This is an optimization exercise on Yosys and OpenROAD, whose aim is small area and a short achievable clock period, not a production implementation. RTL that was checked went through simulation tests only; none was proved equivalent to the original. Function not checked in run 2: the RTL went through the layout flow alone. Power is estimated from default activity; no workload was simulated.

==> flow/design.v <==
module pipecpu(clk, rst, instr, readdata, PC, MemWrite, aluout, writedata);
   input         clk;
   input         rst;
   input  [31:0] instr;
   input  [31:0] readdata;
   output [31:0] PC;
   output        MemWrite;
   output [31:0] aluout;
   output [31:0] writedata;
   localparam OP_ADD = 0, OP_AND = 1, OP_OR = 2, OP_XOR = 3, OP_NOR = 4,
              OP_SLT = 5, OP_SLL = 6, OP_SRL = 7, OP_SRA = 8;
   reg  [31:0] dinst;
   reg         fea, feb;
   reg         fla, flb;
   reg         fxa, fxb;
   reg  [31:0] pcn, bpcr;        
   reg  [31:0] ea, eb, es;       
   reg         ecin;             
   reg  [4:0]  esa;              
   reg  [8:0]  eop;
   reg  [4:0]  ern;
   reg         ewreg, em2reg, ewmem;
   reg  [31:0] malu, mb;
   reg  [4:0]  mrn;
   reg         mwreg, mm2reg, mwmem;
   assign MemWrite = mwmem;
   assign aluout = malu;
   assign writedata = mb;
   wire [5:0] op = dinst[31:26];
   wire [5:0] func = dinst[5:0];
   wire [4:0] rs = dinst[25:21];
   wire [4:0] rt = dinst[20:16];
   wire [4:0] rd = dinst[15:11];
   wire r_type = ~|op;
   wire i_add  = r_type & (func == 6'b100000);
   wire i_sub  = r_type & (func == 6'b100010);
   wire i_and  = r_type & (func == 6'b100100);
   wire i_or   = r_type & (func == 6'b100101);
   wire i_xor  = r_type & (func == 6'b100110);
   wire i_nor  = r_type & (func == 6'b100111);
   wire i_slt  = r_type & (func == 6'b101010);
   wire i_sll  = r_type & (func == 6'b000000);
   wire i_srl  = r_type & (func == 6'b000010);
   wire i_sra  = r_type & (func == 6'b000011);
   wire i_sllv = r_type & (func == 6'b000100);
   wire i_srlv = r_type & (func == 6'b000110);
   wire i_jr   = r_type & (func == 6'b001000);
   wire i_addi = (op == 6'b001000);
   wire i_andi = (op == 6'b001100);
   wire i_ori  = (op == 6'b001101);
   wire i_xori = (op == 6'b001110);
   wire i_lui  = (op == 6'b001111);
   wire i_lw   = (op == 6'b100011);
   wire i_sw   = (op == 6'b101011);
   wire i_beq  = (op == 6'b000100);
   wire i_bne  = (op == 6'b000101);
   wire i_j    = (op == 6'b000010);
   wire i_jal  = (op == 6'b000011);
   wire i_rs = i_add | i_sub | i_and | i_or | i_xor | i_jr | i_addi | i_andi | i_ori | i_xori |
               i_lw | i_sw | i_beq | i_bne | i_nor | i_slt | i_sllv | i_srlv;
   wire i_rt = i_add | i_sub | i_and | i_or | i_xor | i_sll | i_sllv | i_srl | i_srlv | i_sra |
               i_sw | i_beq | i_bne | i_nor | i_slt;
   wire wreg = i_add | i_sub | i_and | i_or | i_xor | i_sll | i_sllv | i_srlv | i_nor | i_slt |
               i_srl | i_sra | i_addi | i_andi | i_ori | i_xori | i_lw | i_lui | i_jal;
   wire regrt  = i_addi | i_andi | i_ori | i_xori | i_lw | i_lui;
   wire shift  = i_sll | i_srl | i_sra;
   wire aluimm = i_addi | i_lw | i_sw | i_beq | i_bne | i_lui | i_ori | i_andi | i_xori;
   wire sext   = i_addi | i_lw | i_sw | i_beq | i_bne;
   wire [4:0] rn = i_jal ? 5'd31 : regrt ? rt : rd;
   wire dwreg = wreg & (rn != 5'd0);    
   wire stall = ewreg & em2reg & (i_rs & (ern == rs) | i_rt & (ern == rt));
   reg  [31:0] rf [1:31];
   reg  [31:1] rfv;
   wire [31:0] wdi = mm2reg ? readdata : malu;
   wire [31:1] wsel;
   genvar gi;
   generate
      for (gi = 1; gi < 32; gi = gi + 1) begin : g_rf
         assign wsel[gi] = mwreg & (mrn == gi);
         always @(posedge clk)
            if (wsel[gi]) rf[gi] <= wdi;
      end
   endgenerate
   always @(posedge clk or posedge rst) begin
      if (rst) rfv <= 31'd0;
      else rfv <= rfv | wsel;
   end
   wire [31*16-1:0] rfh [0:1];    
   generate
      for (gi = 1; gi < 32; gi = gi + 1) begin : g_rfq
         assign rfh[0][(gi-1)*16 +: 16] = rf[gi][15:0];
         assign rfh[1][(gi-1)*16 +: 16] = rf[gi][31:16];
      end
   endgenerate
   wire [31:0] qa, qb;
   wire [31:1] nsela, nselb;    
   generate
      for (gi = 0; gi < 2; gi = gi + 1) begin : g_rd
         rf_read rda (.clk(clk), .rst(rst), .nsel(nsela), .d(rfh[gi]), .q(qa[gi*16 +: 16]));
         rf_read rdb (.clk(clk), .rst(rst), .nsel(nselb), .d(rfh[gi]), .q(qb[gi*16 +: 16]));
      end
   endgenerate
   wire [31:0] ealu;
   wire [31:0] ao = ({32{fla}} & readdata) | ({32{fxa}} & malu) | qa;    
   wire [31:0] bo = ({32{flb}} & readdata) | ({32{fxb}} & malu) | qb;    
   wire [31:0] a = ({32{fea}} & ealu) | ao;
   wire [31:0] b = ({32{feb}} & ealu) | bo;
   wire [31:0] ninst = stall ? dinst : instr;
   wire [4:0]  nrs = ninst[25:21];
   wire [4:0]  nrt = ninst[20:16];
   wire [31:1] nvalid = rfv | wsel;
   wire efwd = ~stall & dwreg & ~i_lw;
   wire nfea = efwd & (rn == nrs);
   wire nfeb = efwd & (rn == nrt);
   wire nfma = ewreg & (ern == nrs) & ~nfea;
   wire nfmb = ewreg & (ern == nrt) & ~nfeb;
   generate
      for (gi = 1; gi < 32; gi = gi + 1) begin : g_sel
         assign nsela[gi] = (nrs == gi) & nvalid[gi] & ~nfea & ~nfma;
         assign nselb[gi] = (nrt == gi) & nvalid[gi] & ~nfeb & ~nfmb;
      end
   endgenerate
   always @(posedge clk or posedge rst) begin
      if (rst) begin
         fea <= 1'b0;
         feb <= 1'b0;
         fla <= 1'b0;
         flb <= 1'b0;
         fxa <= 1'b0;
         fxb <= 1'b0;
      end else begin
         fea <= nfea;
         feb <= nfeb;
         fla <= nfma & em2reg;
         flb <= nfmb & em2reg;
         fxa <= nfma & ~em2reg;
         fxb <= nfmb & ~em2reg;
      end
   end
   wire [31:0] ep = ea ^ eb;
   wire [31:0] eg = ea & eb;
   wire [31:0] sum;
   wire        slt;
   alu_add add (.a(ea), .b(eb), .cin(ecin), .sum(sum), .slt(slt));
   wire [31:0] ealu_ls;
   wire [31:0] ealu_lss = ealu_ls | {31'd0, eop[OP_SLT] & slt};
   wire ntaken;
   wire fe1 = fea ^ feb;
   br_eq beq_unit (.ao(ao), .bo(bo), .p(ep), .g(eg), .ecin(ecin), .els(ealu_lss),
                   .m_same(fea & feb), .m_n(~fea & ~feb), .m_add(fe1 & eop[OP_ADD]),
                   .m_ls(fe1 & ~eop[OP_ADD]),
                   .beq(i_beq & ~stall), .bne(i_bne & ~stall), .taken(ntaken));
   wire [31:0] imm = {{16{sext & dinst[15]}}, dinst[15:0]};
   wire [31:0] bpc = pcn + {{14{dinst[15]}}, dinst[15:0], 2'b00};
   wire [31:0] jpc = {pcn[31:28], dinst[25:0], 2'b00};
   wire [31:0] pci;       
   wire [31:0] pc4 = pci + 32'd4;
   wire [31:0] npc = stall ? pci : i_jr ? a : (i_j | i_jal) ? jpc : pc4;
   always @(posedge clk or posedge rst) begin
      if (rst) pcn <= 32'd0;
      else pcn <= npc;
   end
   generate
      for (gi = 0; gi < 8; gi = gi + 1) begin : g_pc
         pc_sel psel (.clk(clk), .rst(rst), .ntaken(ntaken), .bpc(bpcr[gi*4 +: 4]),
                      .pcn(pcn[gi*4 +: 4]), .pc(PC[gi*4 +: 4]));
      end
      for (gi = 0; gi < 2; gi = gi + 1) begin : g_pci
         pci_sel isel (.clk(clk), .rst(rst), .ntaken(ntaken), .bpc(bpcr[gi*16 +: 16]),
                       .pcn(pcn[gi*16 +: 16]), .pc(pci[gi*16 +: 16]));
      end
   endgenerate
   always @(posedge clk) bpcr <= bpc;
   always @(posedge clk or posedge rst) begin
      if (rst) dinst <= 32'd0;
      else if (!stall) dinst <= instr;
   end
   wire dsub = i_sub | i_beq | i_bne | i_slt;
   wire [8:0] dop;
   assign dop[OP_ADD] = i_add | i_addi | i_lw | i_sw | i_jal | i_sub | i_beq | i_bne;
   assign dop[OP_AND] = i_and | i_andi;
   assign dop[OP_OR]  = ~(dop[OP_ADD] | i_and | i_andi | i_xor | i_xori | i_nor | i_slt |
                          i_sll | i_sllv | i_srl | i_srlv | i_sra);
   assign dop[OP_XOR] = i_xor | i_xori;
   assign dop[OP_NOR] = i_nor;
   assign dop[OP_SLT] = i_slt;
   assign dop[OP_SLL] = i_sll | i_sllv;
   assign dop[OP_SRL] = i_srl | i_srlv;
   assign dop[OP_SRA] = i_sra;
   wire [31:0] da = i_jal ? pcn : i_lui ? 32'd0 :
                    shift ? {a[31:5], dinst[10:6]} : a;
   wire [31:0] db0 = i_jal ? 32'd4 : i_lui ? {dinst[15:0], 16'd0} :
                     aluimm ? imm : (dop[OP_OR] & ~i_or) ? 32'd0 : b;
   wire [31:0] db = dsub ? ~db0 : db0;
   always @(posedge clk) begin
      ea <= da;
      eb <= db;
      es <= b;
      ecin <= dsub;
      esa <= (i_sll ? ~dinst[10:6] : 5'd0) | ((i_srl | i_sra) ? dinst[10:6] : 5'd0) |
             (i_sllv ? ~a[4:0] : 5'd0) | (i_srlv ? a[4:0] : 5'd0);
      ern <= rn;
   end
   always @(posedge clk or posedge rst) begin
      if (rst) begin
         eop <= 9'd0;
         ewreg <= 1'b0;
         em2reg <= 1'b0;
         ewmem <= 1'b0;
      end else begin
         eop <= dop;
         ewreg <= dwreg & ~stall;
         em2reg <= i_lw;
         ewmem <= i_sw & ~stall;
      end
   end
   alu_ls ls (.p(ep), .g(eg), .s(es), .sa(esa), .op(eop[8:1]), .y(ealu_ls));
   assign ealu = ({32{eop[OP_ADD]}} & sum) | ealu_lss;
   always @(posedge clk or posedge rst) begin
      if (rst) begin
         malu <= 32'd0;
         mwreg <= 1'b0;
         mm2reg <= 1'b0;
         mwmem <= 1'b0;
      end else begin
         malu <= ealu;
         mwreg <= ewreg;
         mm2reg <= em2reg;
         mwmem <= ewmem;
      end
   end
   always @(posedge clk) begin
      mb <= es;
      mrn <= ern;
   end
endmodule
module rf_read(clk, rst, nsel, d, q);
   input              clk, rst;
   input  [31:1]      nsel;
   input  [31*16-1:0] d;
   output reg [15:0]  q;
   reg [31:1] sel;
   always @(posedge clk or posedge rst) begin
      if (rst) sel <= 31'd0;
      else sel <= nsel;
   end
   integer k;
   always @(*) begin
      q = 16'd0;
      for (k = 1; k < 32; k = k + 1)
         q = q | (d[(k-1)*16 +: 16] & {16{sel[k]}});
   end
endmodule
module alu_add(a, b, cin, sum, slt);
   input  [31:0] a, b;
   input         cin;
   output [31:0] sum;
   output        slt;
   wire [32:0] sum1 = {a, 1'b1} + {b, cin};
   assign sum = sum1[32:1];
   assign slt = (a[31] ^ ~b[31]) ? a[31] : sum[31];
endmodule
module alu_ls(p, g, s, sa, op, y);
   input  [31:0] p, g, s;       
   input  [4:0]  sa;
   input  [7:0]  op;
   output [31:0] y;
   wire left = op[5];
   wire [31:0] r0 = left  ? {s[0],     s[31:1]}  : s;
   wire [31:0] r1 = sa[0] ? {r0[0],    r0[31:1]} : r0;
   wire [31:0] r2 = sa[1] ? {r1[1:0],  r1[31:2]} : r1;
   wire [31:0] r3 = sa[2] ? {r2[3:0],  r2[31:4]} : r2;
   wire [31:0] r4 = sa[3] ? {r3[7:0],  r3[31:8]} : r3;
   wire [31:0] r5 = sa[4] ? {r4[15:0], r4[31:16]} : r4;
   wire [31:0] t;
   genvar i;
   generate
      for (i = 0; i < 32; i = i + 1) begin : g_t
         if (i == 0) assign t[i] = 1'b0;
         else assign t[i] = (sa >= 32 - i);
      end
   endgenerate
   wire fill = op[7] & s[31];
   wire [31:0] m = left ? ~{1'b1, t[31:1]} : t;
   wire [31:0] sh = (r5 & ~m) | ({32{fill}} & m);
   assign y = ({32{op[0]}} & g) |
              ({32{op[1]}} & (p | g)) |
              ({32{op[2]}} & p) |
              ({32{op[3]}} & ~(p | g)) |
              ({32{op[5] | op[6] | op[7]}} & sh);
endmodule
module br_eq(ao, bo, p, g, ecin, els, m_same, m_n, m_add, m_ls, beq, bne, taken);
   input  [31:0] ao, bo, p, g, els;
   input         ecin, m_same, m_n, m_add, m_ls, beq, bne;
   output        taken;
   wire [31:0] x = ao | bo;
   wire [31:0] c0 = {g[30:0] | p[30:0], ecin};
   wire [31:0] c1 = {g[30:0], ecin};
   wire [31:0] xm1 = {x[30:0], 1'b0};
   wire [31:0] cin_i;
   genvar i;
   generate
      for (i = 0; i < 32; i = i + 1) begin : g_c
         assign cin_i[i] = xm1[i] ? c1[i] : c0[i];
      end
   endgenerate
   wire eq_add = &(~(x ^ p ^ cin_i));
   wire eq_ls = &(~(els ^ x));
   wire eq_n = &(~(ao ^ bo));
   wire eq = m_same | (m_n & eq_n) | (m_add & eq_add) | (m_ls & eq_ls);
   assign taken = beq & eq | bne & ~eq;
endmodule
module pc_sel(clk, rst, ntaken, bpc, pcn, pc);
   input        clk, rst, ntaken;
   input  [3:0] bpc, pcn;
   output [3:0] pc;
   reg taken;
   always @(posedge clk or posedge rst) begin
      if (rst) taken <= 1'b0;
      else taken <= ntaken;
   end
   assign pc = taken ? bpc : pcn;
endmodule
module pci_sel(clk, rst, ntaken, bpc, pcn, pc);
   input         clk, rst, ntaken;
   input  [15:0] bpc, pcn;
   output [15:0] pc;
   reg taken;
   always @(posedge clk or posedge rst) begin
      if (rst) taken <= 1'b0;
      else taken <= ntaken;
   end
   assign pc = taken ? bpc : pcn;
endmodule
==> flow/flow/run.sh <==
#!/bin/bash
# The standard layout, with:
# - synthesis: the standard flow's own synthesis script, with a delay-driven ABC script
#   (strash; dch; map -D; buffer; upsize; dnsize) for the final technology
#   mapping in place of ORFS's abc_speed.script (a looser delay target for
#   the top module than for the others); registers are untouched;
# - timing repair aiming well below the clock period (the SDC is unchanged);
# - plain buffers on the ports;
# - without the slow two-stage OR / AND cells (the platform's don't-use cells
#   stay don't-use).
set -euo pipefail
W=$(pwd)
cat > "$W/synth_abc.tcl" <<EOT
proc abc {args} {
   set rest {}
   set skip 0
   foreach a \$args {
      if {\$skip} { set skip 0; continue }
      if {\$a eq "-script"} { set skip 1; continue }
      lappend rest \$a
   }
   yosys abc -script "+strash;dch;map,-D,1100;buffer;upsize,-D,1100;dnsize,-D,1100" {*}\$rest rf_read br_eq alu_add alu_ls pc_sel pci_sel
   yosys abc -script "+strash;dch;map,-D,1600;buffer;upsize,-D,1600;dnsize,-D,1600" {*}\$rest pipecpu
}
source $W/synth_recipe.tcl
EOT
DONT_USE="sky130_fd_sc_hd__probe_p_8 sky130_fd_sc_hd__probec_p_8 sky130_fd_sc_hd__lpflow_bleeder_1 sky130_fd_sc_hd__lpflow_clkbufkapwr_1 sky130_fd_sc_hd__lpflow_clkbufkapwr_16 sky130_fd_sc_hd__lpflow_clkbufkapwr_2 sky130_fd_sc_hd__lpflow_clkbufkapwr_4 sky130_fd_sc_hd__lpflow_clkbufkapwr_8 sky130_fd_sc_hd__lpflow_clkinvkapwr_1 sky130_fd_sc_hd__lpflow_clkinvkapwr_16 sky130_fd_sc_hd__lpflow_clkinvkapwr_2 sky130_fd_sc_hd__lpflow_clkinvkapwr_4 sky130_fd_sc_hd__lpflow_clkinvkapwr_8 sky130_fd_sc_hd__lpflow_decapkapwr_12 sky130_fd_sc_hd__lpflow_decapkapwr_3 sky130_fd_sc_hd__lpflow_decapkapwr_4 sky130_fd_sc_hd__lpflow_decapkapwr_6 sky130_fd_sc_hd__lpflow_decapkapwr_8 sky130_fd_sc_hd__lpflow_inputiso0n_1 sky130_fd_sc_hd__lpflow_inputiso0p_1 sky130_fd_sc_hd__lpflow_inputiso1n_1 sky130_fd_sc_hd__lpflow_inputiso1p_1 sky130_fd_sc_hd__lpflow_inputisolatch_1 sky130_fd_sc_hd__lpflow_isobufsrc_1 sky130_fd_sc_hd__lpflow_isobufsrc_16 sky130_fd_sc_hd__lpflow_isobufsrc_2 sky130_fd_sc_hd__lpflow_isobufsrc_4 sky130_fd_sc_hd__lpflow_isobufsrc_8 sky130_fd_sc_hd__lpflow_isobufsrckapwr_16 sky130_fd_sc_hd__lpflow_lsbuf_lh_hl_isowell_tap_1 sky130_fd_sc_hd__lpflow_lsbuf_lh_hl_isowell_tap_2 sky130_fd_sc_hd__lpflow_lsbuf_lh_hl_isowell_tap_4 sky130_fd_sc_hd__lpflow_lsbuf_lh_isowell_4 sky130_fd_sc_hd__lpflow_lsbuf_lh_isowell_tap_1 sky130_fd_sc_hd__lpflow_lsbuf_lh_isowell_tap_2 sky130_fd_sc_hd__lpflow_lsbuf_lh_isowell_tap_4 sky130_fd_sc_hd__a2111o_1 sky130_fd_sc_hd__a2111o_2 sky130_fd_sc_hd__a2111o_4 sky130_fd_sc_hd__and4_1 sky130_fd_sc_hd__and4_2 sky130_fd_sc_hd__and4_4 sky130_fd_sc_hd__and4b_1 sky130_fd_sc_hd__and4b_2 sky130_fd_sc_hd__and4b_4 sky130_fd_sc_hd__and4bb_1 sky130_fd_sc_hd__and4bb_2 sky130_fd_sc_hd__and4bb_4 sky130_fd_sc_hd__o2111a_1 sky130_fd_sc_hd__o2111a_2 sky130_fd_sc_hd__o2111a_4 sky130_fd_sc_hd__or3_1 sky130_fd_sc_hd__or3_2 sky130_fd_sc_hd__or3_4 sky130_fd_sc_hd__or3b_1 sky130_fd_sc_hd__or3b_2 sky130_fd_sc_hd__or3b_4 sky130_fd_sc_hd__or4_1 sky130_fd_sc_hd__or4_2 sky130_fd_sc_hd__or4_4 sky130_fd_sc_hd__or4b_1 sky130_fd_sc_hd__or4b_2 sky130_fd_sc_hd__or4b_4 sky130_fd_sc_hd__or4bb_1 sky130_fd_sc_hd__or4bb_2 sky130_fd_sc_hd__or4bb_4 "
bash standard.sh "SYNTH_SCRIPT=$W/synth_abc.tcl" SETUP_SLACK_MARGIN=8.5 "BUFFER_PORTS_ARGS=-buffer_cell sky130_fd_sc_hd__buf_4" "DONT_USE_CELLS=$DONT_USE" finish > standard_flow.log 2>&1
==> flow/standard.sh <==
#!/bin/bash
# synth_recipe.tcl (not shown) runs the flow's synth.tcl, then flattens the netlist and writes it again
# the make line also repeats each setting of config.mk as NAME=value (left out here)
make -C /OpenROAD-flow-scripts/flow DESIGN_CONFIG=/design/flow/config.mk WORK_HOME=/design/flow/orfs CLKGATE_MAP_FILE= SYNTH_SCRIPT=/design/flow/synth_recipe.tcl "${@:-finish}"
==> flow/config.mk <==
export PLATFORM = sky130hd
export DESIGN_NAME = pipecpu
export DESIGN_NICKNAME = pipecpu
export VERILOG_FILES = /design/flow/design.v
export SDC_FILE = /design/flow/constraint.sdc
export NUM_CORES = 8
export LEC_CHECK = 0
export CAP_MARGIN = 20
export CORE_MARGIN = 2
export CORE_UTILIZATION = 50
export CTS_CLUSTER_DIAMETER = 85
export CTS_CLUSTER_SIZE = 25
export PLACE_DENSITY = 0.75
export SLEW_MARGIN = 20
export SYNTH_HIERARCHICAL = 1
==> flow/constraint.sdc <==
create_clock -name core_clock -period 12.5 [get_ports {clk}]
set_input_delay 2.5000 -clock core_clock [delete_from_list [all_inputs] [get_ports {clk}]]
set_output_delay 2.5000 -clock core_clock [all_outputs]
set_load 0.01 [all_outputs]
==> results of run 1 <==
==> registers in the layout (all words and copies together), names as in the netlist, 32 cells and up <==
name          count
ea               32
eb               32
rf              992
bpcr             32
mb               32
pcn              32
g_rd.rda.sel     62
malu             32
dinst            32
g_rd.rdb.sel     62
es               32
==> per-module statistics from Yosys, one instance, submodules excluded <==
| module | cells | times used | flip-flops and latches |
|---|---|---|---|
| pipecpu | 2965 | 1 | 1316 |
| alu_ls | 835 | 1 | 0 |
| rf_read | 431 | 4 | 31 |
| br_eq | 296 | 1 | 0 |
| alu_add | 280 | 1 | 0 |
| pci_sel | 20 | 2 | 1 |
| pc_sel | 6 | 8 | 1 |
==> layer usage <==
layer  GRT usage  part of all wire  vias up
met2       0.594              0.46     4232
met5           0           0.00044        -
li1            -                 -    24000
met3      0.0970              0.12      899
met4       0.209             0.073       18
met1       0.461              0.35    28200
==> critical path, delay by kind of cell (launching register included) <==
kind,cells,cell delay [ns]
adder cells (fa/ha/maj),1,0.22
AO/OA/AOI/OAI,4,0.98
flip-flops,1,0.73
buffers and inverters,2,0.27
AND/OR/NAND/NOR,8,1.88
==> where the power goes <==
group,internal (mW),switching (mW),total (mW)
Clock,1.31,1.71,3.01
Combinational,0.898,1.55,2.45
Sequential,5.54,0.288,5.83
==> area by class of cell <==
cell class,count,share of cell area
sequential,1450,0.526
multi-input combinational,4077,0.358
timing repair buffer,315,0.0351
tap,1794,0.0292
clock buffer,119,0.0279
inverter,367,0.0181
clock inverter,25,0.00561
antenna,6,0.000195
==> worst paths after layout <==
path | slack (ns) | cells after the start | startpoint | endpoint
hold reg to reg | 0.36 | 0 | ewmem | mwmem
min in group asynchronous | 1.74 | 2 | rst | g_pc[7].psel.taken
setup reg to reg | 8.29 | 15 | g_rd[1].rdb.sel[8] | g_pc[1].psel.taken
setup / recovery | 8.29 | 15 | g_rd[1].rdb.sel[8] | g_pc[1].psel.taken
hold / removal | 0.36 | 0 | ewmem | mwmem
max in group asynchronous | 8.91 | 3 | rst | malu[12]
==> Yosys cell counts, types with 131 or more instances <==
cell / instances / area, um2
a21oi_1: 242 / 1210
a221oi_1: 140 / 1230
a22o_1: 131 / 1150
a22oi_1: 761 / 5710
clkbuf_1: 235 / 882
dfrtp_1: 282 / 7060
dfxtp_1: 176 / 3520
edfxtp_1: 992 / 29800
inv_1: 353 / 1330
nand2_1: 687 / 2580
nand3_1: 280 / 1400
nand4_1: 178 / 1110
nor2_1: 388 / 1460
o21ai_0: 247 / 1240
==> through the flow <==
step / utilization / instance area, um2 / hold slack [ns] / cells / total power, mW
2_1_floorplan: - / 69200 / 0.331 / 6188 / 7.13
3_3_place_gp: 0.527 / 72400 / 0.333 / 7940 / 8.05
3_5_place_dp: 0.527 / 72400 / 0.340 / 7940 / 8.07
4_1_cts: 0.556 / 76300 / 0.359 / 8131 / 11.2
5_1_grt: 0.560 / 76900 / 0.371 / 8148 / 11.6
6_report: 0.560 / 76900 / 0.356 / 8153 / 11.3
==> timing repair <==
action,CTS,global route
resized for setup,231,121
pin swaps,53,38
gates cloned,9,1
endpoints found under the setup margin,289,201
buffers inserted,38,15
==> kinds of logic (layout without fill, tap and decap cells) <==
logic type | Yosys count | count (layout)
AOI/OAI and AO/OA | 1971 | 1972
xor gates and xnor gates | 161 | 161
adders and majority gates | 130 | 130
buffers and inverters | 668 | 826
DFF | 1450 | 1450
muxes | 101 | 101
other | 0 | 6
and+or+nand+nor | 1707 | 1713
==> notes.md, run 1 <==
Endpoint class of the critical path - register
Largest buffer count on any clock path - 3
Proportion of register bits with asynchronous set or reset after synthesis - 0.194
Site Rows - 136
Die Footprint - 141000 um2
GP Congestion - 1.04
Overall global routing resource usage - 0.372
Synth Register Bits - 1450
Setup repair after global routing missed its margin - true
Placeable core area - 137000 um2
GRT Residual Overflow - 0
Fill cell count - 11300
Iteration-0 DRC count of the detailed router - 8702
Leading cell type in the layout, fill and taps excluded - edfxtp_1
Fraction of final layout cells sized beyond drive strength 1 - 0.130
TritonCTS clock tree - done
Post-synthesis adder-cell area fraction - 0.0239
Total Routed Length - 271000 um
Gate Count Post-Synth - 6188
Critical Setup Path Class - reg2reg
Summed instance area of the synthesized netlist - 69100 um2
Overall die height - 376 um
Outcome - timing/DRC/antenna clean
Number of flops mapped to enable cells by yosys - 992
Cts bufs inserted - 77
Kind of start point of the critical path - register
Maximum achievable frequency - 237 MHz
Slowest CP cell - dfrtp_1
Post-synthesis xor/xnor area fraction - 0.0204
Storage element area - 40400 um2
Worst Path Max Fanout - 16
HPWL reported at the end of detailed placement - 189000 um
Number of maximum-capacitance constraint violations - 0
Leakage Power - 28.6 nW
Root Driver - clkbuf_16
Maximum vdd drop - 111 uV
Mux share of post-synthesis cell area - 0.0164
Most used flip-flop cell after synthesis - edfxtp_1
Final worst setup slack - 8.29 ns
Post-layout net count - 6484
Routed wire length per instance - 33.2 um
Dominant combinational cell family by area after synthesis - compound AO/OA/AOI/OAI gates
Worst-skew pair later-pin latency - 0.75 ns
Via density - 7.05
Drt first pass iters - 9
Fin crit share - 0.337
Total negative slack for setup checks - 0 ns
Multi-input gate area - 27500 um2
Starting utilization of the core area - 0.503
Setup slack at placement - 6.82 ns
Initial antenna violation count - 18
Yosys cell types - 80
Worst-margin pin slew - 1.12 ns
Path class of the lowest-slack min-delay path - reg2reg
Number of levels in the clock H-tree - 3
Commonest non-fill, non-tap cells in the layout - edfxtp_1 (992), a22oi_1 (761), nand2_1 (674), nor2_1 (346), inv_1 (330)
Clock slew at the register clock pins of the worst setup and hold paths - 0.11 ns
DRT antenna net count - 0
Final count of pins violating max slew - 0
Required time of the critical path - 13.13 ns
Growth of design area from synthesis to finish - 11.3%
Portion of the post-synthesis area used by sequential elements - 0.584
Complex-gate fraction of the synthesized area - 0.205
Clock skew - 0.0445 ns
Time the final worst path needs with I/O delays and setup - 4.21 ns
Count of buffers inserted at the top-level ports - 162
Top Ports - 163
Horizontal die dimension - 376 um
Total count of hold-check failures in the final report - 0
Maximum number of pins on one net before global-route repair - 60
Synthesized-area fraction occupied by and/or/nand/nor cells - 0.112
Cell-by-cell listing of the critical path - a22oi_1 > nand4_1 > nor2_1 > nand2_1 > a221o_1 > inv_2 > ha_4 > nor4_4 > nand4_1 > nor2_2 > nand2_4 > nand3b_1 > a41oi_2 > buf_6 > o21ai_4
Mean Syn Cell Area - 11.2 um2
Power Density - 147 nW/um2
Final setup violation count - 0
CTS Hold Bufs - 0
Library cell appearing most often on the critical path - nand4_1
Worst EP arrival - 4.85 ns
Max transition margin - 0.251
Via count - 57400
First-pass GRT wire length - 383000 um
YS warnings - 12
Count of unresolved DRC violations after routing - 0
Via count of the first global-routing pass - 54500
Syn_nets - 6384
Sinks on Clock Net - 1450
Largest stage delay on the critical path - 0.73 ns
==> run 2, diff against run 1 <==
--- a/flow/design.v
+++ b/flow/design.v
@@ -17,6 +17,7 @@
    reg  [31:0] ea, eb, es;       
    reg         ecin;             
    reg  [4:0]  esa;              
+   reg  [4:0]  esan;             
    reg  [8:0]  eop;
    reg  [4:0]  ern;
    reg         ewreg, em2reg, ewmem;
@@ -192,13 +193,15 @@
    wire [31:0] db0 = i_jal ? 32'd4 : i_lui ? {dinst[15:0], 16'd0} :
                      aluimm ? imm : (dop[OP_OR] & ~i_or) ? 32'd0 : b;
    wire [31:0] db = dsub ? ~db0 : db0;
+   wire [4:0] dsa = (i_sll ? ~dinst[10:6] : 5'd0) | ((i_srl | i_sra) ? dinst[10:6] : 5'd0) |
+             (i_sllv ? ~a[4:0] : 5'd0) | (i_srlv ? a[4:0] : 5'd0);
    always @(posedge clk) begin
       ea <= da;
       eb <= db;
       es <= b;
       ecin <= dsub;
-      esa <= (i_sll ? ~dinst[10:6] : 5'd0) | ((i_srl | i_sra) ? dinst[10:6] : 5'd0) |
-             (i_sllv ? ~a[4:0] : 5'd0) | (i_srlv ? a[4:0] : 5'd0);
+      esa <= dsa;
+      esan <= ~dsa;
       ern <= rn;
    end
    always @(posedge clk or posedge rst) begin
@@ -214,7 +217,7 @@
          ewmem <= i_sw & ~stall;
       end
    end
-   alu_ls ls (.p(ep), .g(eg), .s(es), .sa(esa), .op(eop[8:1]), .y(ealu_ls));
+   alu_ls ls (.p(ep), .g(eg), .s(es), .sa(esa), .sm(~esan), .op(eop[8:1]), .y(ealu_ls));
    assign ealu = ({32{eop[OP_ADD]}} & sum) | ealu_lss;
    always @(posedge clk or posedge rst) begin
       if (rst) begin
@@ -260,9 +263,9 @@
    assign sum = sum1[32:1];
    assign slt = (a[31] ^ ~b[31]) ? a[31] : sum[31];
 endmodule
-module alu_ls(p, g, s, sa, op, y);
+module alu_ls(p, g, s, sa, sm, op, y);
    input  [31:0] p, g, s;       
-   input  [4:0]  sa;
+   input  [4:0]  sa, sm;        
    input  [7:0]  op;
    output [31:0] y;
    wire left = op[5];
@@ -277,7 +280,7 @@
    generate
       for (i = 0; i < 32; i = i + 1) begin : g_t
          if (i == 0) assign t[i] = 1'b0;
-         else assign t[i] = (sa >= 32 - i);
+         else assign t[i] = (sm >= 32 - i);
       end
    endgenerate
    wire fill = op[7] & s[31];
--- a/flow/flow/run.sh
+++ b/flow/flow/run.sh
@@ -2,8 +2,7 @@
 # The standard layout, with:
 # - synthesis: the standard flow's own synthesis script, with a delay-driven ABC script
 #   (strash; dch; map -D; buffer; upsize; dnsize) for the final technology
-#   mapping in place of ORFS's abc_speed.script (a looser delay target for
-#   the top module than for the others); registers are untouched;
+#   mapping in place of ORFS's abc_speed.script; registers are untouched;
 # - timing repair aiming well below the clock period (the SDC is unchanged);
 # - plain buffers on the ports;
 # - without the slow two-stage OR / AND cells (the platform's don't-use cells
@@ -19,8 +18,7 @@
       if {\$a eq "-script"} { set skip 1; continue }
       lappend rest \$a
    }
-   yosys abc -script "+strash;dch;map,-D,1100;buffer;upsize,-D,1100;dnsize,-D,1100" {*}\$rest rf_read br_eq alu_add alu_ls pc_sel pci_sel
-   yosys abc -script "+strash;dch;map,-D,1600;buffer;upsize,-D,1600;dnsize,-D,1600" {*}\$rest pipecpu
+   yosys abc -script "+strash;dch;map,-D,1100;buffer;upsize,-D,1100;dnsize,-D,1100" {*}\$rest
 }
 source $W/synth_recipe.tcl
 EOT
==> notes.md, run 2 <==
Leakage Power - 28.8 nW (was 28.6 nW)
Setup repair after global routing missed its margin - true (unchanged)
Mean Syn Cell Area - 11.1 um2 (was 11.2 um2)
Routed wire length per instance - 34.2 um (was 33.2 um)
Maximum achievable frequency - 237 MHz (about the same)
Clock skew - 0.0566 ns (was 0.0445 ns)
Top Family by Delay on Critical Path - compound AO/OA/AOI/OAI gates (was simple AND/OR/NAND/NOR gates)
Final count of pins violating max slew - 0 (unchanged)
HPWL reported at the end of detailed placement - 198000 um (was 189000 um)
Via density - 7.07 (was 7.05)
Cell-by-cell listing of the critical path - buf_4 > a221o_1 > inv_1 > ha_4 > buf_4 > xnor2_2 > xor2_1 > o211ai_1 > nor4_4 > a41oi_4 > nand2_4 > o21ai_4 (was a22oi_1 > nand4_1 > nor2_1 > nand2_1 > a221o_1 > inv_2 > ha_4 > nor4_4 > nand4_1 > nor2_2 > nand2_4 > nand3b_1 > a41oi_2 > buf_6 > o21ai_4)
Overall global routing resource usage - 0.390 (was 0.372)
Total negative slack for setup checks - 0 ns (unchanged)
Path class of the lowest-slack min-delay path - reg2reg (unchanged)
Post-layout net count - 6593 (was 6484)
Worst EP arrival - 4.80 ns (was 4.85 ns)
Endpoint class of the critical path - register (unchanged)
Gate Count Post-Synth - 6313 (was 6188)
Count of unresolved DRC violations after routing - 0 (unchanged)
Site Rows - 137 (was 136)
Most used flip-flop cell after synthesis - edfxtp_1 (unchanged)
Worst Path Max Fanout - 5 (was 16)
Post-synthesis xor/xnor area fraction - 0.0197 (was 0.0204)
Horizontal die dimension - 378 um (was 376 um)
Yosys top cell by area - edfxtp_1 (unchanged)
Power Density - 148 nW/um2 (was 147 nW/um2)
Worst-margin pin slew - 1.26 ns (was 1.12 ns)
YS warnings - 12 (unchanged)
Proportion of netlist area held by the largest area contributor - 0.426 (was 0.431)
Number of flops mapped to enable cells by yosys - 992 (unchanged)
Number of maximum-capacitance constraint violations - 0 (unchanged)
Worst-skew pair later-pin latency - 0.76 ns (was 0.75 ns)
GP Congestion - 1.03 (was 1.04)
Top Ports - 163 (unchanged)
Number of levels in the clock H-tree - 3 (unchanged)
First element of the critical path - readdata[20] (was g_rd[1].rdb.sel[8])
Count of buffers inserted at the top-level ports - 162 (unchanged)
Post-synthesis adder-cell area fraction - 0.0236 (was 0.0239)
Total Routed Length - 285000 um (was 271000 um)
Complex-gate fraction of the synthesized area - 0.208 (was 0.205)
Outcome - timing/DRC/antenna clean (unchanged)
Syn_nets - 6509 (was 6384)
Final setup violation count - 0 (unchanged)
Initial antenna violation count - 21 (was 18)
Largest registers - rf (992), g_rd.rda.sel (62), g_rd.rdb.sel (62) (unchanged)
Slowest CP cell - a221o_1 (was dfrtp_1)
Cell with the most instances after synthesis - edfxtp_1 (unchanged)
Yosys cell types - 86 (was 80)
Dominant combinational cell family by area after synthesis - compound AO/OA/AOI/OAI gates (unchanged)
Commonest non-fill, non-tap cells in the layout - edfxtp_1 (992), a22oi_1 (767), nand2_1 (698), nor2_1 (368), inv_1 (332) (was edfxtp_1 (992), a22oi_1 (761), nand2_1 (674), nor2_1 (346), inv_1 (330))
Most instantiated cells after synthesis - edfxtp_1 (992), a22oi_1 (767), nand2_1 (711) (was edfxtp_1 (992), a22oi_1 (761), nand2_1 (687))
Max transition margin - 0.160 (was 0.251)
Overall die height - 378 um (was 376 um)
Maximum vdd drop - 168 uV (was 111 uV)
Maximum number of pins on one net before global-route repair - 149 (was 60)
Sinks on Clock Net - 1455 (was 1450)
Fin crit share - 0.338 (was 0.337)
Time the final worst path needs with I/O delays and setup - 4.22 ns (was 4.21 ns)
Cts bufs inserted - 78 (was 77)
Largest stage delay on the critical path - 0.37 ns (was 0.73 ns)
Total count of hold-check failures in the final report - 0 (unchanged)
Growth of design area from synthesis to finish - 11.2% (was 11.3%)
Iteration-0 DRC count of the detailed router - 10100 (was 8702)
Leading cell type in the layout, fill and taps excluded - edfxtp_1 (unchanged)
Fraction of final layout cells sized beyond drive strength 1 - 0.132 (was 0.130)
DRT antenna net count - 0 (unchanged)
Clock slew at the register clock pins of the worst setup and hold paths - 0.10 ns (was 0.11 ns)
Kind of start point of the critical path - input pin (was register)
TritonCTS clock tree - done (unchanged)
Top area cells in the synthesized netlist - edfxtp_1 (43%), dfrtp_1 (10%), a22oi_1 (8.2%) (was edfxtp_1 (43%), dfrtp_1 (10%), a22oi_1 (8.3%))
Startpoint of the worst hold path - ewmem (unchanged)
Synthesized-area fraction occupied by and/or/nand/nor cells - 0.116 (was 0.112)
First-pass GRT wire length - 398000 um (was 383000 um)
Summed instance area of the synthesized netlist - 69900 um2 (was 69100 um2)
Required time of the critical path - 13.08 ns (was 13.13 ns)
Via count of the first global-routing pass - 54500 (about the same)
Fill cell count - 11800 (was 11300)
Top reg by flops - rf (unchanged)
Synth Register Bits - 1455 (was 1450)
Library cell appearing most often on the critical path - buf_4 (was nand4_1)
Starting utilization of the core area - 0.502 (was 0.503)
Critical Setup Path Class - in2reg (was reg2reg)
Die Footprint - 143000 um2 (was 141000 um2)
Placeable core area - 139000 um2 (was 137000 um2)
Root Driver - clkbuf_16 (unchanged)
Drt first pass iters - 6 (was 9)
Total power after layout - 11.5 mW (was 11.3 mW)
Largest buffer count on any clock path - 3 (unchanged)
Mux share of post-synthesis cell area - 0.0159 (was 0.0164)
Portion of the post-synthesis area used by sequential elements - 0.579 (was 0.584)
GRT Residual Overflow - 0 (unchanged)
Crit path buffers/inverters - 3 (was 2)
Startpoint of the worst-slack reg-to-reg timing path - g_rd[1].rdb.sel[31] (was g_rd[1].rdb.sel[8])
Via count - 59000 (was 57400)
Proportion of register bits with asynchronous set or reset after synthesis - 0.194 (about the same)
Flip-flop count of the largest register, all copies and words added - 992 (unchanged)
run 2: what timing repair did:
action / 4_1_cts / 5_1_grt
pin swaps: 56 / 32
hold buffers: 0 / 0
endpoints found under the setup margin: 309 / 230
gates cloned: 6 / 0
gates resized for setup: 239 / 129
buffers inserted: 28 / 23
run 2: worst reg2reg max path, stage by stage, from the launching register on:
cell and delay, ns:
dfrtp_1 0.74, a22o_1 0.35, a221oi_1 0.51, nand3_1 0.14
nor2_1 0.12, nand2_1 0.12, a221o_1 0.33, inv_1 0.09
ha_2 0.30, a21oi_1 0.14, and2_1 0.19, nor4_2 0.16
nand3_1 0.16, nor2_4 0.17, a41oi_4 0.24, nand2_4 0.18
o21ai_4 0.10
run 2: cell families (layout without fill, tap and decap cells):
family	count (synthesis)	count (layout)
and+or+nand+nor	1787	1790
AOI/OAI and AO/OA	2017	2018
DFF	1455	1455
muxes	99	99
other	0	8
xor gates and xnor gates	157	157
buffers and inverters	668	810
adders and majority gates	130	130
run 2: metrics by stage:
stage	setup WS (ns)	hold slack [ns]	utilization	instances	instance area [um2]
floorplan	8.14	0.331	-	6313	70000
global placement	6.99	0.334	0.526	8135	73200
detailed placement	6.96	0.336	0.526	8136	73200
CTS	8.27	0.358	0.554	8312	77000
global route	8.25	0.370	0.559	8339	77800
finish	8.28	0.358	0.559	8343	77800
run 2: layout make-up:
cell class,count,area (um2),share of cell area
well taps,1876,2350,0.0302
multi-input cells,4194,28400,0.365
flip-flops and latches,1455,40500,0.521
repair inverters,1,7.51,0.0000965
diodes,8,20.0,0.000257
inverters,367,1410,0.0181
clock inverters,34,452,0.00581
clock buffers,108,2110,0.0271
repair buffers,300,2540,0.0327
run 2: modules after synthesis, one instance, submodules excluded:
module / flops+latches / times used / cells inside
alu_add: 0 / 1 / 280
alu_ls: 0 / 1 / 851
br_eq: 0 / 1 / 296
pc_sel: 1 / 8 / 6
pci_sel: 1 / 2 / 20
pipecpu: 1321 / 1 / 3074
rf_read: 31 / 4 / 431
run 2: final timing paths:
check	endpoint	slack, ns	cells past startpoint
max in group asynchronous	eop[6]	9.44	3
worst min-delay path	mwmem	0.36	0
min in group asynchronous	g_pc[2].psel.taken	1.75	2
worst max register to register	g_pc[4].psel.taken	8.28	16
worst min register to register	mwmem	0.36	0
worst max-delay path	g_pc[4].psel.taken	8.28	12
run 2: metal layers:
metal / vias up / track usage / routed length, um
met5: - / 0 / 82
met4: 14 / 0.226 / 20900
met3: 903 / 0.0946 / 35600
met2: 4742 / 0.585 / 124000
met1: 28900 / 0.515 / 105000
li1: 24500 / - / -
run 2: power by group:
group	switching (mW)	internal [mW]	total, mW
clock network	1.71	1.27	2.98
registers	0.280	5.55	5.83
logic	1.73	0.940	2.67
==> run 3, diff against run 2 <==
--- a/flow/design.v
+++ b/flow/design.v
@@ -17,7 +17,6 @@
    reg  [31:0] ea, eb, es;       
    reg         ecin;             
    reg  [4:0]  esa;              
-   reg  [4:0]  esan;             
    reg  [8:0]  eop;
    reg  [4:0]  ern;
    reg         ewreg, em2reg, ewmem;
@@ -162,13 +161,11 @@
       else pcn <= npc;
    end
    generate
-      for (gi = 0; gi < 8; gi = gi + 1) begin : g_pc
-         pc_sel psel (.clk(clk), .rst(rst), .ntaken(ntaken), .bpc(bpcr[gi*4 +: 4]),
-                      .pcn(pcn[gi*4 +: 4]), .pc(PC[gi*4 +: 4]));
-      end
-      for (gi = 0; gi < 2; gi = gi + 1) begin : g_pci
-         pci_sel isel (.clk(clk), .rst(rst), .ntaken(ntaken), .bpc(bpcr[gi*16 +: 16]),
-                       .pcn(pcn[gi*16 +: 16]), .pc(pci[gi*16 +: 16]));
+      for (gi = 0; gi < 4; gi = gi + 1) begin : g_pc
+         pc_sel psel (.clk(clk), .rst(rst), .ntaken(ntaken), .bpc(bpcr[gi*8 +: 8]),
+                      .pcn(pcn[gi*8 +: 8]), .pc(PC[gi*8 +: 8]));
+         pc_sel isel (.clk(clk), .rst(rst), .ntaken(ntaken), .bpc(bpcr[gi*8 +: 8]),
+                      .pcn(pcn[gi*8 +: 8]), .pc(pci[gi*8 +: 8]));
       end
    endgenerate
    always @(posedge clk) bpcr <= bpc;
@@ -193,15 +190,13 @@
    wire [31:0] db0 = i_jal ? 32'd4 : i_lui ? {dinst[15:0], 16'd0} :
                      aluimm ? imm : (dop[OP_OR] & ~i_or) ? 32'd0 : b;
    wire [31:0] db = dsub ? ~db0 : db0;
-   wire [4:0] dsa = (i_sll ? ~dinst[10:6] : 5'd0) | ((i_srl | i_sra) ? dinst[10:6] : 5'd0) |
-             (i_sllv ? ~a[4:0] : 5'd0) | (i_srlv ? a[4:0] : 5'd0);
    always @(posedge clk) begin
       ea <= da;
       eb <= db;
       es <= b;
       ecin <= dsub;
-      esa <= dsa;
-      esan <= ~dsa;
+      esa <= (i_sll ? ~dinst[10:6] : 5'd0) | ((i_srl | i_sra) ? dinst[10:6] : 5'd0) |
+             (i_sllv ? ~a[4:0] : 5'd0) | (i_srlv ? a[4:0] : 5'd0);
       ern <= rn;
    end
    always @(posedge clk or posedge rst) begin
@@ -217,7 +212,7 @@
          ewmem <= i_sw & ~stall;
       end
    end
-   alu_ls ls (.p(ep), .g(eg), .s(es), .sa(esa), .sm(~esan), .op(eop[8:1]), .y(ealu_ls));
+   alu_ls ls (.p(ep), .g(eg), .s(es), .sa(esa), .op(eop[8:1]), .y(ealu_ls));
    assign ealu = ({32{eop[OP_ADD]}} & sum) | ealu_lss;
    always @(posedge clk or posedge rst) begin
       if (rst) begin
@@ -263,9 +258,9 @@
    assign sum = sum1[32:1];
    assign slt = (a[31] ^ ~b[31]) ? a[31] : sum[31];
 endmodule
-module alu_ls(p, g, s, sa, sm, op, y);
+module alu_ls(p, g, s, sa, op, y);
    input  [31:0] p, g, s;       
-   input  [4:0]  sa, sm;        
+   input  [4:0]  sa;
    input  [7:0]  op;
    output [31:0] y;
    wire left = op[5];
@@ -280,7 +275,7 @@
    generate
       for (i = 0; i < 32; i = i + 1) begin : g_t
          if (i == 0) assign t[i] = 1'b0;
-         else assign t[i] = (sm >= 32 - i);
+         else assign t[i] = (sa >= 32 - i);
       end
    endgenerate
    wire fill = op[7] & s[31];
@@ -315,19 +310,8 @@
 endmodule
 module pc_sel(clk, rst, ntaken, bpc, pcn, pc);
    input        clk, rst, ntaken;
-   input  [3:0] bpc, pcn;
-   output [3:0] pc;
-   reg taken;
-   always @(posedge clk or posedge rst) begin
-      if (rst) taken <= 1'b0;
-      else taken <= ntaken;
-   end
-   assign pc = taken ? bpc : pcn;
-endmodule
-module pci_sel(clk, rst, ntaken, bpc, pcn, pc);
-   input         clk, rst, ntaken;
-   input  [15:0] bpc, pcn;
-   output [15:0] pc;
+   input  [7:0] bpc, pcn;
+   output [7:0] pc;
    reg taken;
    always @(posedge clk or posedge rst) begin
       if (rst) taken <= 1'b0;
==> notes.md, run 3 <==
Cell-by-cell listing of the critical path - buf_12 > mux2_2 > buf_4 (was buf_4 > a221o_1 > inv_1 > ha_4 > buf_4 > xnor2_2 > xor2_1 > o211ai_1 > nor4_4 > a41oi_4 > nand2_4 > o21ai_4)
Largest registers - rf (992), g_rd.rda.sel (62), g_rd.rdb.sel (62) (unchanged)
Sw power - 3.67 mW (was 3.73 mW)
Slowest CP cell - dfrtp_2 (was a221o_1)
Layout Cell Area excl Fill - 77900 um2 (was 77800 um2)
Maximum achievable frequency - 234 MHz (was 237 MHz)
Post-layout net count - 6599 (was 6593)
Mux share of post-synthesis cell area - 0.0162 (was 0.0159)
GP Congestion - 1.06 (was 1.03)
Most instantiated cells after synthesis - edfxtp_1 (992), a22oi_1 (748), nand2_1 (723) (was edfxtp_1 (992), a22oi_1 (767), nand2_1 (711))
Die Footprint - 143000 um2 (unchanged)
Fraction of final layout cells sized beyond drive strength 1 - 0.142 (was 0.132)
Flip-flop count of the largest register, all copies and words added - 992 (unchanged)
Worst EP arrival - 1.78 ns (was 4.80 ns)
Initial antenna violation count - 12 (was 21)
Total count of hold-check failures in the final report - 0 (unchanged)
Outcome - timing/DRC/antenna clean (unchanged)
Iteration-0 DRC count of the detailed router - 10600 (was 10100)
Summed instance area of the synthesized netlist - 69900 um2 (about the same)
Top Ports - 163 (unchanged)
Core occupancy in the finished layout - 0.560 (was 0.559)
Worst Path Max Fanout - 8 (was 5)
Sinks on Clock Net - 1448 (was 1455)
Setup repair after global routing missed its margin - true (unchanged)
Starting utilization of the core area - 0.502 (about the same)
Kind of start point of the critical path - register (was input pin)
Top reg by flops - rf (unchanged)
Leading cell type in the layout, fill and taps excluded - edfxtp_1 (unchanged)
Clock slew at the register clock pins of the worst setup and hold paths - 0.10 ns (about the same)
Endpoint class of the critical path - primary output (was register)
Internal portion of total power - 7.71 mW (was 7.76 mW)
YS warnings - 11 (was 12)
DRT antenna net count - 0 (unchanged)
Final setup violation count - 0 (unchanged)
Post-synthesis xor/xnor area fraction - 0.0172 (was 0.0197)
Cell with the most instances after synthesis - edfxtp_1 (unchanged)
Maximum number of pins on one net before global-route repair - 72 (was 149)
Drt first pass iters - 8 (was 6)
Dominant combinational cell family by area after synthesis - compound AO/OA/AOI/OAI gates (unchanged)
Number of maximum-capacitance constraint violations - 0 (unchanged)
First-pass GRT wire length - 395000 um (was 398000 um)
Time the final worst path needs with I/O delays and setup - 4.28 ns (was 4.22 ns)
Via density - 7.12 (was 7.07)
Synthesized-area fraction occupied by and/or/nand/nor cells - 0.121 (was 0.116)
Count of unresolved DRC violations after routing - 0 (unchanged)
Worst-skew pair later-pin latency - 0.76 ns (about the same)
Proportion of register bits with asynchronous set or reset after synthesis - 0.193 (was 0.194)
Commonest non-fill, non-tap cells in the layout - edfxtp_1 (992), a22oi_1 (748), nand2_1 (703), nand3_1 (335), nor2_1 (325) (was edfxtp_1 (992), a22oi_1 (767), nand2_1 (698), nor2_1 (368), inv_1 (332))
Overall global routing resource usage - 0.383 (was 0.390)
Sw Share - 0.323 (was 0.324)
Routed wire length per instance - 33.7 um (was 34.2 um)
Most used flip-flop cell after synthesis - edfxtp_1 (unchanged)
Path class of the lowest-slack min-delay path - reg2reg (unchanged)
Mean Syn Cell Area - 11.1 um2 (about the same)
Total negative slack for setup checks - 0 ns (unchanged)
Gate Count Post-Synth - 6307 (was 6313)
Post-synthesis adder-cell area fraction - 0.0236 (about the same)
Synth Register Bits - 1448 (was 1455)
Worst-margin pin slew - 1.22 ns (was 1.26 ns)
Maximum vdd drop - 122 uV (was 168 uV)
Required time of the critical path - 10.00 ns (was 13.08 ns)
Total Routed Length - 282000 um (was 285000 um)
Horizontal die dimension - 378 um (unchanged)
Portion of the post-synthesis area used by sequential elements - 0.576 (was 0.579)
Largest buffer count on any clock path - 3 (unchanged)
Top area cells in the synthesized netlist - edfxtp_1 (43%), dfrtp_1 (10%), a22oi_1 (8.0%) (was edfxtp_1 (43%), dfrtp_1 (10%), a22oi_1 (8.2%))
Complex-gate fraction of the synthesized area - 0.208 (about the same)
Number of levels in the clock H-tree - 3 (unchanged)
Critical Setup Path Class - reg2out (was in2reg)
Clock skew - 0.0557 ns (was 0.0566 ns)
Site Rows - 137 (unchanged)
Proportion of netlist area held by the largest area contributor - 0.426 (about the same)
Number of flops mapped to enable cells by yosys - 992 (unchanged)
HPWL reported at the end of detailed placement - 194000 um (was 198000 um)
Fin crit share - 0.342 (was 0.338)
Leakage Power - 28.8 nW (about the same)
Max transition margin - 0.186 (was 0.160)
Via count - 59500 (was 59000)
Area of placed instances - 73300 um2 (was 73200 um2)
Overall die height - 378 um (unchanged)
Crit path buffers/inverters - 2 (was 3)
Share of power burned in the clock network - 0.260 (about the same)
Cts bufs inserted - 77 (was 78)
Combinational Power Share - 0.228 (was 0.233)
Via count of the first global-routing pass - 55400 (was 54500)
Yosys top cell by area - edfxtp_1 (unchanged)
TritonCTS clock tree - done (unchanged)
Largest stage delay on the critical path - 0.39 ns (was 0.37 ns)
Placeable core area - 139000 um2 (unchanged)
Count of buffers inserted at the top-level ports - 162 (unchanged)
Growth of design area from synthesis to finish - 11.4% (was 11.2%)
Final count of pins violating max slew - 0 (unchanged)
GRT Residual Overflow - 0 (unchanged)
Root Driver - clkbuf_16 (unchanged)
Top Family by Delay on Critical Path - flip-flops (was compound AO/OA/AOI/OAI gates)
Yosys cell types - 89 (was 86)
Share of power burned in registers - 0.512 (was 0.507)
Syn_nets - 6503 (was 6509)
Power Density - 146 nW/um2 (was 148 nW/um2)
==> run 3: cell count changes after synthesis, moves of 20 or more <==
cell | previous run | this run
nor4_1 | 49 | 77
a21oi_1 | 269 | 226
o211a_1 | 36 | 69
nand4_1 | 174 | 197
nor2_1 | 406 | 370
nor3_1 | 78 | 49
o311a_1 | 47 | 20
o21ai_1 | 69 | 49
o21ai_0 | 223 | 250
nand3_1 | 292 | 342
inv_1 | 355 | 330
==> run 3: final cells by class <==
cell class | instances | area (um2)
clock inverters | 25 | 390
well taps | 1876 | 2350
fillers | 11600 | 61300
multi-input cells | 4211 | 28500
clock buffers | 119 | 2140
repair buffers | 324 | 2790
flip-flops and latches | 1448 | 40500
inverters | 341 | 1300
diodes | 8 | 20.0
==> run 3: metrics by stage <==
step                      instances  power [mW]  setup slack, ns  hold slack (ns)
after floorplan                6307        7.17             8.14            0.331
after global placement         8136        8.14             7.33            0.364
after detailed placement       8136        8.17             7.30            0.364
after CTS                      8320        11.2             8.22            0.376
after global routing           8345        11.7             8.19            0.391
final                          8352        11.4             8.22            0.375
==> run 3: worst paths after layout <==
| path | from | end | slack (ns) | cells after the start |
|---|---|---|---|---|
| max | g_pc[1].psel.taken | PC[12] | 8.22 | 3 |
| min | es[8] | mb[8] | 0.38 | 0 |
| max reg2reg | g_rd[1].rdb.sel[6] | g_pc[0].isel.taken | 8.40 | 15 |
| min reg2reg | es[8] | mb[8] | 0.38 | 0 |
| max in group asynchronous | rst | malu[20] | 8.93 | 3 |
| min in group asynchronous | rst | g_pc[2].isel.taken | 1.73 | 2 |
==> run 3: cell families after synthesis <==
family,count (synthesis)
compound gates,2000
xor+xnor,137
fa+ha+maj,130
buf+inv,652
flops,1448
mux,101
simple gates,1839
==> run 3: modules after synthesis (local to each module, per instance) <==
module / copies in the design / cells inside / flip-flops and latches / cell area [um2]
pipecpu: 1 / 3084 / 1316 / 47500
alu_ls: 1 / 835 / 0 / 4190
rf_read: 4 / 431 / 31 / 3380
br_eq: 1 / 296 / 0 / 1980
alu_add: 1 / 280 / 0 / 1760
pc_sel: 8 / 11 / 1 / 123
==> run 3: power groups by stage <==
stage | sequential [mW] | combinational (mW) | clock (mW)
after floorplan | 5.76 | 1.42 | 0
after global placement | 5.90 | 2.24 | 0
after detailed placement | 5.90 | 2.27 | 0
after CTS | 5.80 | 2.41 | 2.96
after global routing | 5.83 | 2.74 | 3.12
final | 5.82 | 2.59 | 2.96
==> run 3: per-layer routing <==
layer / track usage / share of wire / routed length [um]
met2: 0.581 / 0.44 / 123000
met3: 0.115 / 0.14 / 38900
met4: 0.224 / 0.075 / 21200
met5: 0 / 0.00022 / 61
met1: 0.487 / 0.35 / 98900
==> run 3: repair_timing <==
item,4_1_cts,5_1_grt
pin swaps,55,54
buffers inserted,36,22
gates resized for setup,217,212
setup endpoints to repair,250,221
hold buffers,0,0
gates cloned,4,2
==> run 4, diff against run 3 <==
--- a/flow/flow/run.sh
+++ b/flow/flow/run.sh
@@ -18,7 +18,7 @@
       if {\$a eq "-script"} { set skip 1; continue }
       lappend rest \$a
    }
-   yosys abc -script "+strash;dch;map,-D,1100;buffer;upsize,-D,1100;dnsize,-D,1100" {*}\$rest
+   yosys abc -script "+strash;dch;map,-D,700;buffer;upsize,-D,700;dnsize,-D,700" {*}\$rest
 }
 source $W/synth_recipe.tcl
 EOT
==> notes.md, run 4 <==
Proportion of netlist area held by the largest area contributor - 0.412 (was 0.426)
Die Footprint - 148000 um2 (was 143000 um2)
Outcome - timing/DRC/antenna clean (unchanged)
Syn_nets - 6914 (was 6503)
Endpoint class of the critical path - primary output (unchanged)
Power Density - 145 nW/um2 (was 146 nW/um2)
Maximum vdd drop - 137 uV (was 122 uV)
Setup repair after global routing missed its margin - true (unchanged)
Worst-skew pair later-pin latency - 0.77 ns (was 0.76 ns)
Maximum achievable frequency - 232 MHz (was 234 MHz)
Root Driver - clkbuf_16 (unchanged)
Via density - 7.16 (was 7.12)
Initial antenna violation count - 18 (was 12)
Overall global routing resource usage - 0.383 (about the same)
Leakage Power - 29.7 nW (was 28.8 nW)
Number of levels in the clock H-tree - 3 (unchanged)
Slowest CP cell - dfrtp_2 (unchanged)
Gate Count Post-Synth - 6718 (was 6307)
Count of unresolved DRC violations after routing - 0 (unchanged)
Worst EP arrival - 1.81 ns (was 1.78 ns)
Sw power - 3.77 mW (was 3.67 mW)
Iteration-0 DRC count of the detailed router - 11400 (was 10600)
Clock skew - 0.0479 ns (was 0.0557 ns)
Core occupancy in the finished layout - 0.555 (was 0.560)
Area of placed instances - 75300 um2 (was 73300 um2)
Top Ports - 163 (unchanged)
First element of the critical path - g_pc[3].psel.taken (was g_pc[1].psel.taken)
Site Rows - 139 (was 137)
Multi-input gate area - 29900 um2 (was 28500 um2)
TritonCTS clock tree - done (unchanged)
Required time of the critical path - 10.00 ns (about the same)
Fraction of final layout cells sized beyond drive strength 1 - 0.128 (was 0.142)
Proportion of register bits with asynchronous set or reset after synthesis - 0.193 (unchanged)
Top area cells in the synthesized netlist - edfxtp_1 (41%), dfrtp_1 (9.7%), a22oi_1 (7.8%) (was edfxtp_1 (43%), dfrtp_1 (10%), a22oi_1 (8.0%))
Post-layout net count - 6970 (was 6599)
GP Congestion - 1.05 (was 1.06)
Yosys top cell by area - edfxtp_1 (unchanged)
YS warnings - 11 (unchanged)
Flip-flop count of the largest register, all copies and words added - 992 (unchanged)
Starting utilization of the core area - 0.504 (was 0.502)
Routed wire length per instance - 33.2 um (was 33.7 um)
Total negative slack for setup checks - 0 ns (unchanged)
First-pass GRT wire length - 410000 um (was 395000 um)
Largest registers - rf (992), g_rd.rda.sel (62), g_rd.rdb.sel (62) (unchanged)
Via count of the first global-routing pass - 57600 (was 55400)
Drt first pass iters - 27 (was 8)
Share of power burned in the clock network - 0.273 (was 0.260)
Internal portion of total power - 7.78 mW (was 7.71 mW)
Final count of pins violating max slew - 0 (unchanged)
Sinks on Clock Net - 1448 (unchanged)
Horizontal die dimension - 384 um (was 378 um)
Commonest non-fill, non-tap cells in the layout - edfxtp_1 (992), a22oi_1 (751), nand2_1 (705), nand3_1 (624), inv_1 (383) (was edfxtp_1 (992), a22oi_1 (748), nand2_1 (703), nand3_1 (335), nor2_1 (325))
Largest stage delay on the critical path - 0.43 ns (was 0.39 ns)
HPWL reported at the end of detailed placement - 200000 um (was 194000 um)
CTS Hold Bufs - 0 (unchanged)
Layout Cell Area excl Fill - 79700 um2 (was 77900 um2)
Most instantiated cells after synthesis - edfxtp_1 (992), a22oi_1 (751), nand2_1 (713) (was edfxtp_1 (992), a22oi_1 (748), nand2_1 (723))
Via count - 62600 (was 59500)
Summed instance area of the synthesized netlist - 72300 um2 (was 69900 um2)
Sw Share - 0.327 (was 0.323)
Number of flops mapped to enable cells by yosys - 992 (unchanged)
Max transition margin - 0.175 (was 0.186)
Path class of the lowest-slack min-delay path - reg2reg (unchanged)
Growth of design area from synthesis to finish - 10.1% (was 11.4%)
Final setup violation count - 0 (unchanged)
Mean Syn Cell Area - 10.8 um2 (was 11.1 um2)
Startpoint of the worst hold path - ewmem (was es[8])
Placeable core area - 144000 um2 (was 139000 um2)
Kind of start point of the critical path - register (unchanged)
Share of power burned in registers - 0.503 (was 0.512)
Combinational Power Share - 0.224 (was 0.228)
Worst Path Max Fanout - 8 (unchanged)
Synth Register Bits - 1448 (unchanged)
Cell-by-cell listing of the critical path - buf_12 > mux2_4 > buf_6 (was buf_12 > mux2_2 > buf_4)
Fill cell count - 12100 (was 11600)
DRT antenna net count - 0 (unchanged)
Top reg by flops - rf (unchanged)
Cts bufs inserted - 80 (was 77)
Number of maximum-capacitance constraint violations - 0 (unchanged)
Total count of hold-check failures in the final report - 0 (unchanged)
Maximum number of pins on one net before global-route repair - 95 (was 72)
Leading cell type in the layout, fill and taps excluded - edfxtp_1 (unchanged)
Total Routed Length - 291000 um (was 282000 um)
Clock slew at the register clock pins of the worst setup and hold paths - 0.10 ns (about the same)
Startpoint of the worst-slack reg-to-reg timing path - g_rd[1].rdb.sel[9] (was g_rd[1].rdb.sel[6])
Largest buffer count on any clock path - 3 (unchanged)
Cell with the most instances after synthesis - edfxtp_1 (unchanged)
Most used flip-flop cell after synthesis - edfxtp_1 (unchanged)
Fin crit share - 0.345 (was 0.342)
Yosys cell types - 93 (was 89)
Count of buffers inserted at the top-level ports - 162 (unchanged)
Time the final worst path needs with I/O delays and setup - 4.31 ns (was 4.28 ns)
Overall die height - 384 um (was 378 um)
Portion of the post-synthesis area used by sequential elements - 0.557 (was 0.576)
Storage element area - 40400 um2 (was 40500 um2)
GRT Residual Overflow - 0 (unchanged)
Worst-margin pin slew - 1.24 ns (was 1.22 ns)
Total power after layout - 11.6 mW (was 11.4 mW)
Critical Setup Path Class - reg2out (unchanged)
-- run 4: cell count changes after synthesis, sizes merged, moves of 38 or more --
cell,delta
buf,+50
inv,+67
nand3,+290
o211ai,+40
o21ai,-43
xor2,-38
-- run 4: kinds of logic after synthesis --
kind of cell               count (synthesis)  synth area share
and+or+nand+nor                         2230             0.146
AOI/OAI and AO/OA                       1988             0.203
DFF                                     1448             0.557
buffers and inverters                    748            0.0459
adders and majority gates                130            0.0228
muxes                                     96            0.0149
xor gates and xnor gates                  78           0.00982
-- run 4: per-module statistics from Yosys (local to each module, per instance) --
| module | cells | times used |
|---|---|---|
| pipecpu | 3084 | 1 |
| alu_ls | 1012 | 1 |
| rf_read | 431 | 4 |
| br_eq | 425 | 1 |
| alu_add | 385 | 1 |
| pc_sel | 11 | 8 |
-- run 4: power groups by stage --
stage | clock network, mW | registers, mW | logic (mW)
3_5_place_dp | 0 | 5.89 | 2.34
6_report | 3.15 | 5.81 | 2.59
2_1_floorplan | 0 | 5.75 | 1.48
4_1_cts | 3.16 | 5.79 | 2.47
3_3_place_gp | 0 | 5.88 | 2.31
5_1_grt | 3.32 | 5.82 | 2.75
-- run 4: per-stage QoR --
stage	cells	worst slack (ns)	hold slack, ns
final	8752	8.19	0.379
after global routing	8745	8.16	0.390
after CTS	8727	8.19	0.382
after detailed placement	8536	7.26	0.353
after global placement	8536	7.20	0.333
after floorplan	6718	8.14	0.331
-- run 4: final cells by class --
class                           count  share of cell area
Clock inverter                     30             0.00733
Multi-Input combinational cell   4525               0.375
Inverter                          408              0.0195
Antenna cell                        7            0.000220
Timing Repair Buffer              311              0.0336
Sequential cell                  1448               0.507
Tap cell                         1903              0.0299
Clock buffer                      120              0.0279
-- run 4: critical path, delay by kind of cell, from the launching register on --
family | cells | cell delay, ns
flops | 1 | 0.43
mux | 1 | 0.32
buf+inv | 2 | 0.28
-- run 4: routing by layer --
metal | vias to the layer above | routed length (um) | GRT usage
li1 | 26000 | - | -
met1 | 30300 | 107000 | 0.520
met2 | 5372 | 121000 | 0.549
met3 | 959 | 42200 | 0.113
met4 | 20 | 20300 | 0.211
met5 | - | 126 | 0
-- run 4: final timing paths --
check                                endpoint  slack [ns]  cells after the start
setup / recovery                       PC[30]        8.19                      3
hold / removal                          mwmem        0.38                      0
setup reg to reg           g_pc[0].psel.taken        8.39                     15
hold reg to reg                         mwmem        0.38                      0
max in group asynchronous              mm2reg        9.29                      4
min in group asynchronous  g_pc[0].isel.taken        1.69                      2
-- run 4: timing repair --
action | CTS | global route
hold endpoints to repair | 0 | 0
endpoints found under the setup margin | 282 | 211
pin swaps | 39 | 20
cloned | 3 | 1
setup buffers | 38 | 15
resized for setup | 159 | 122

## separate check: timing with driven ports
No port has a modelled driver above. Below, the same layouts with a new extraction and two added sets of constraints.
Step 1 (the two cells are an assumption about what drives the block):
set clk [get_ports {clk}]
set_driving_cell -lib_cell sky130_fd_sc_hd__clkbuf_16 $clk
set_driving_cell -lib_cell sky130_fd_sc_hd__buf_2 [delete_from_list [all_inputs] $clk]
Step 2, shift: input delay + t, output delay - t, t = (earliest + latest rising clock arrival at the registers) / 2. This alone moves slack from input paths to output paths.
Slacks: no drivers / after step 1 / after step 2; pairs: no drivers / after step 1.
| run | t (ns) | slack for setup (ns) | hold WS [ns] | worst setup path after step 2 | pins driven straight from the clock port |
|---|---|---|---|---|---|
| run 1 | 0.814 | 8.286 / 8.221 / 7.516 | 0.356 / 0.356 / 0.356 | input to register | 1 |
| run 2 | 0.812 | 8.279 / 8.223 / 7.506 | 0.358 / 0.358 / 0.358 | input to register | 1 |
| run 3 | 0.810 | 8.222 / 8.146 / 7.608 | 0.375 / 0.375 / 0.375 | input to register | 1 |
| run 4 | 0.835 | 8.188 / 8.104 / 7.610 | 0.379 / 0.379 / 0.379 | input to register | 1 |
After both steps every run listed still meets setup and hold. For run 2, which loses most, drivers alone change the setup slack by -0.056 ns; drivers and shift together by -0.773 ns.
